Context: an optimization exercise on an open-source flow, tuned for small area, a short achievable clock period and few clock cycles per item. The choices shown serve that exercise and are no tape-out recipe.
Where RTL was checked, it was by simulation tests only, not by an equivalence proof against the original.

== main ==
// PointMultiplier
module PointMultiplier(point, scalar, clk, start, result, done);
Size: roughly 46 flip-flops, roughly 5500 µm² of cells after synthesis.
==> module PointAdder, before the edit <==
module PointAdder(point1, point2, den_inv, dbl, sum, x3_raw);
	input [13:0] point1;
	input [13:0] point2;
	input [6:0] den_inv;
	input dbl;
	output [13:0] sum;
	output [6:0] x3_raw;
	wire [6:0] x1 = point1[6:0];
	wire [6:0] y1 = point1[13:7];
	wire [6:0] x2 = point2[6:0];
	wire [6:0] y2 = point2[13:7];
	wire [6:0] num = y1 ^ (y2 & {7{~dbl}});
	wire [6:0] c = x1 & {7{dbl}};
	wire [6:0] q, c_sq, out;
	Mastrovito7 mult2(num, den_inv, q);
	wire [6:0] slope = q ^ c;
	Squarer square(slope, c_sq);
	wire [6:0] point3x = c_sq ^ slope ^ 7'b1 ^ ((x1 ^ x2) & {7{~dbl}});
	Mastrovito7 mult(slope, x1 ^ point3x, out);
	wire [6:0] point3y = out ^ point3x ^ y1;
	assign x3_raw = point3x;
	assign sum = (den_inv == 7'd0) ? 14'b0 : {point3y, point3x};
endmodule
==> module PointMultiplier, before the edit <==
module PointMultiplier(point, scalar, clk, start, result, done);
	input [13:0] point;
	input [6:0] scalar;
	input clk, start;
	output [13:0] result;
	output reg done;
	reg [13:0] cur;
	reg [13:0] acc;
	reg [6:0] ks;
	reg ph;
	reg accz;
	reg dbl;
	reg [6:0] invd;
	wire add_now = ks[0] & ~ph;           
	wire real_add = add_now & ~accz;      
	wire triv = add_now & accz;           
	wire last = (ks[6:1] == 6'b0);
	wire acc_zero = (acc == 14'b0);
	wire [13:0] unit_out;
	wire [6:0] x3_raw;
	PointAdder unit(cur, acc, invd, dbl, unit_out, x3_raw);
	assign result = acc;
	wire accz_n = ~triv & acc_zero;
	wire ks1_n = real_add ? ks[0] : ks[1];
	wire dbl_n = ~(ks1_n & ~real_add & ~accz_n);
	wire [6:0] den_add = accz ? cur[6:0] : acc[6:0];
	wire [6:0] den_n = real_add ? cur[6:0] : (x3_raw ^ (den_add & {7{~dbl_n}}));
	wire [6:0] invd_n;
	Inverse inv_next(start ? point[6:0] : den_n, invd_n);
	always @(posedge clk) begin
		invd <= invd_n;
		if (start) begin
			cur <= point;
			ks <= scalar;
			ph <= 1'b0;
			accz <= 1'b1;
			dbl <= 1'b1;
		end else begin
			ph <= real_add;
			accz <= accz_n;
			dbl <= dbl_n;
			if (!real_add) begin
				cur <= unit_out;
				ks <= ks >> 1;
			end
		end
	end
	always @(posedge clk) begin
		if (start) begin
			acc <= 14'b0;
			done <= 1'b0;
		end else if (!done) begin
			if (ks == 7'b0) begin
				done <= 1'b1;
			end else begin
				if (triv) acc <= cur;
				if (real_add) acc <= unit_out;
				if ((add_now & last) | (~real_add & (cur[6:0] == 7'b0)))
					done <= 1'b1;
			end
		end
	end
endmodule
clock: 8.0 ns
lec_check: 0
cap_margin: 20
core_margin: 2
core_utilization: 55
setup_slack_margin: 3
slew_margin: 20
standard.sh (not shown) runs the stock make flow with config.mk's settings and CLKGATE_MAP_FILE= SYNTH_SCRIPT=/design/flow/synth_recipe.tcl, a recipe that flattens the netlist after the stock synthesis.
==> flow/flow/run.sh <==
#!/bin/bash
# Layout flow: the standard flow, except that the synthesis's final
# technology mapping (ABC) runs flow/abc.script (Yosys's default ABC script
# for a liberty library, with a relaxed delay target for area recovery)
# instead of ORFS's abc_speed/abc_area script, and the half/full-adder
# extraction is off (this design is XOR logic, not arithmetic).
# Everything before ABC (and so every register, its name and cell) is
# the standard synthesis (synth_recipe.tcl); everything after synthesis
# is standard.sh, with the port buffers that global placement inserts made
# of buf_1 cells (ORFS's BUFFER_PORTS_ARGS) instead of the resizer's pick,
# clkdlybuf4s50_1; repair_design and repair_timing still resize them.
# Logs: synth.log, layout.log.
set -euo pipefail
W=$(pwd)
export MY_ABC_D=$(cat "$W/flow/abc_d.txt" 2>/dev/null || echo 4000)
export MY_ABC_SCRIPT="$W/flow/abc.script"
make -C "$FLOW_HOME" DESIGN_CONFIG="$W/config.mk" WORK_HOME="$W/orfs" CLKGATE_MAP_FILE= \
  SYNTH_SCRIPT="$W/flow/my_synth.tcl" ADDER_MAP_FILE= synth > "$W/synth.log" 2>&1
export BUFFER_PORTS_ARGS="-buffer_cell sky130_fd_sc_hd__buf_1"
bash "$W/standard.sh" > "$W/layout.log" 2>&1
==> flow/flow/abc.script <==
strash; &get -n; &fraig -x; &put; dc2; strash; &get -n; &dch -f; &nf -R 20 {D}; &put; buffer; upsize {D}; dnsize {D}; stime -p
==> flow/flow/abc_d.txt <==
4000
==> flow/flow/my_synth.tcl <==
proc synth {args} { yosys synth -nofsm -noshare {*}$args }
# Same synthesis as synth_recipe.tcl, but the final technology mapping uses
# Yosys's default ABC script with the delay target from MY_ABC_D (ps).
proc abc {args} {
  set keep {}
  set i 0
  while {$i < [llength $args]} {
    set a [lindex $args $i]
    if {$a eq "-script" || $a eq "-D"} {
      incr i 2
      continue
    }
    lappend keep $a
    incr i
  }
  if {[info exists ::env(MY_ABC_SCRIPT)] && $::env(MY_ABC_SCRIPT) ne ""} {
    lappend keep -script $::env(MY_ABC_SCRIPT)
  }
  yosys abc {*}$keep -D [expr {[info exists ::env(MY_ABC_D)] ? $::env(MY_ABC_D) : 4000}]
}
source $::env(SCRIPTS_DIR)/synth.tcl
# left out here: clear keep_hierarchy, flatten, clean up, hide names made inside functions, write 1_2_yosys.v
Per the final summary, main finished and its layout is clean on timing, DRC and antenna.
Testbench counts of main, summed over its fixed seeds: cycles 3,246, items 384.
Edits applied to the flow inputs when going from main to the feature branch:
--- a/flow/design.v
+++ b/flow/design.v
@@ -169,7 +169,8 @@
 	end
 endmodule
-module PointAdder(point1, point2, den_inv, dbl, sum, x3_raw);
+module PointAdder(point1, point2, y2m, den_inv, dbl, sum, x3_raw);
 	input [13:0] point1;
 	input [13:0] point2;
+	input [6:0] y2m;
 	input [6:0] den_inv;
 	input dbl;
@@ -179,6 +180,5 @@
 	wire [6:0] y1 = point1[13:7];
 	wire [6:0] x2 = point2[6:0];
-	wire [6:0] y2 = point2[13:7];
-	wire [6:0] num = y1 ^ (y2 & {7{~dbl}});
+	wire [6:0] num = y1 ^ y2m;
 	wire [6:0] c = x1 & {7{dbl}};
 	wire [6:0] q, c_sq, out;
@@ -205,4 +205,5 @@
 	reg dbl;
 	reg [6:0] invd;
+	reg [6:0] y2m;
 	wire add_now = ks[0] & ~ph;           
 	wire real_add = add_now & ~accz;      
@@ -212,5 +213,5 @@
 	wire [13:0] unit_out;
 	wire [6:0] x3_raw;
-	PointAdder unit(cur, acc, invd, dbl, unit_out, x3_raw);
+	PointAdder unit(cur, acc, y2m, invd, dbl, unit_out, x3_raw);
 	assign result = acc;
 	wire accz_n = ~triv & acc_zero;
@@ -229,8 +230,10 @@
 			accz <= 1'b1;
 			dbl <= 1'b1;
+			y2m <= 7'b0;
 		end else begin
 			ph <= real_add;
 			accz <= accz_n;
 			dbl <= dbl_n;
+			y2m <= (accz ? cur[13:7] : acc[13:7]) & {7{~dbl_n}};
 			if (!real_add) begin
 				cur <= unit_out;
Findings:
- main reports its destination of the critical timing path as invd[4] while the feature branch reports invd[6].
- Compared with main, the feature branch shows a higher area of the multi-input gates.
- main has a lower total routing usage reported by global routing than the feature branch.
- Worst slack after detailed placement in the feature branch vs main: up 0.42 ns
- Going from main to the feature branch, mux contribution to synthesized area shows a reduction of 0.24 points; routed length on met2 shrank by about 1%; area after synthesis increased 3.0%.
No functional check of the RTL was part of the feature branch.

==> re-timing with driven ports <==
In the flow no input, the clock included, has a driving cell. The finished layouts below were timed again as built, in two steps. Step 1 (the two cells are an assumption about what drives the block):
set clk [get_ports {clk}]
set_driving_cell -lib_cell sky130_fd_sc_hd__clkbuf_16 $clk
set_driving_cell -lib_cell sky130_fd_sc_hd__buf_2 [delete_from_list [all_inputs] $clk]
Step 2 times the ports against the registers' clock, not the clock port: input delays grow and output delays shrink by t, the midpoint of the rising clock arrivals with the driver on. a / b / c = ideal ports / drivers / drivers and shift; a / b = the first two.
run	t (ns)	setup WS [ns]	slew at the worst register clock pin (ns)	pins driven straight from the clock port
main	0.327	3.111 / 3.111 / 3.111	0.09 / 0.09	1
the feature branch	0.357	3.124 / 3.124 / 3.124	0.11 / 0.11	1
After both steps every run listed still meets setup and hold.
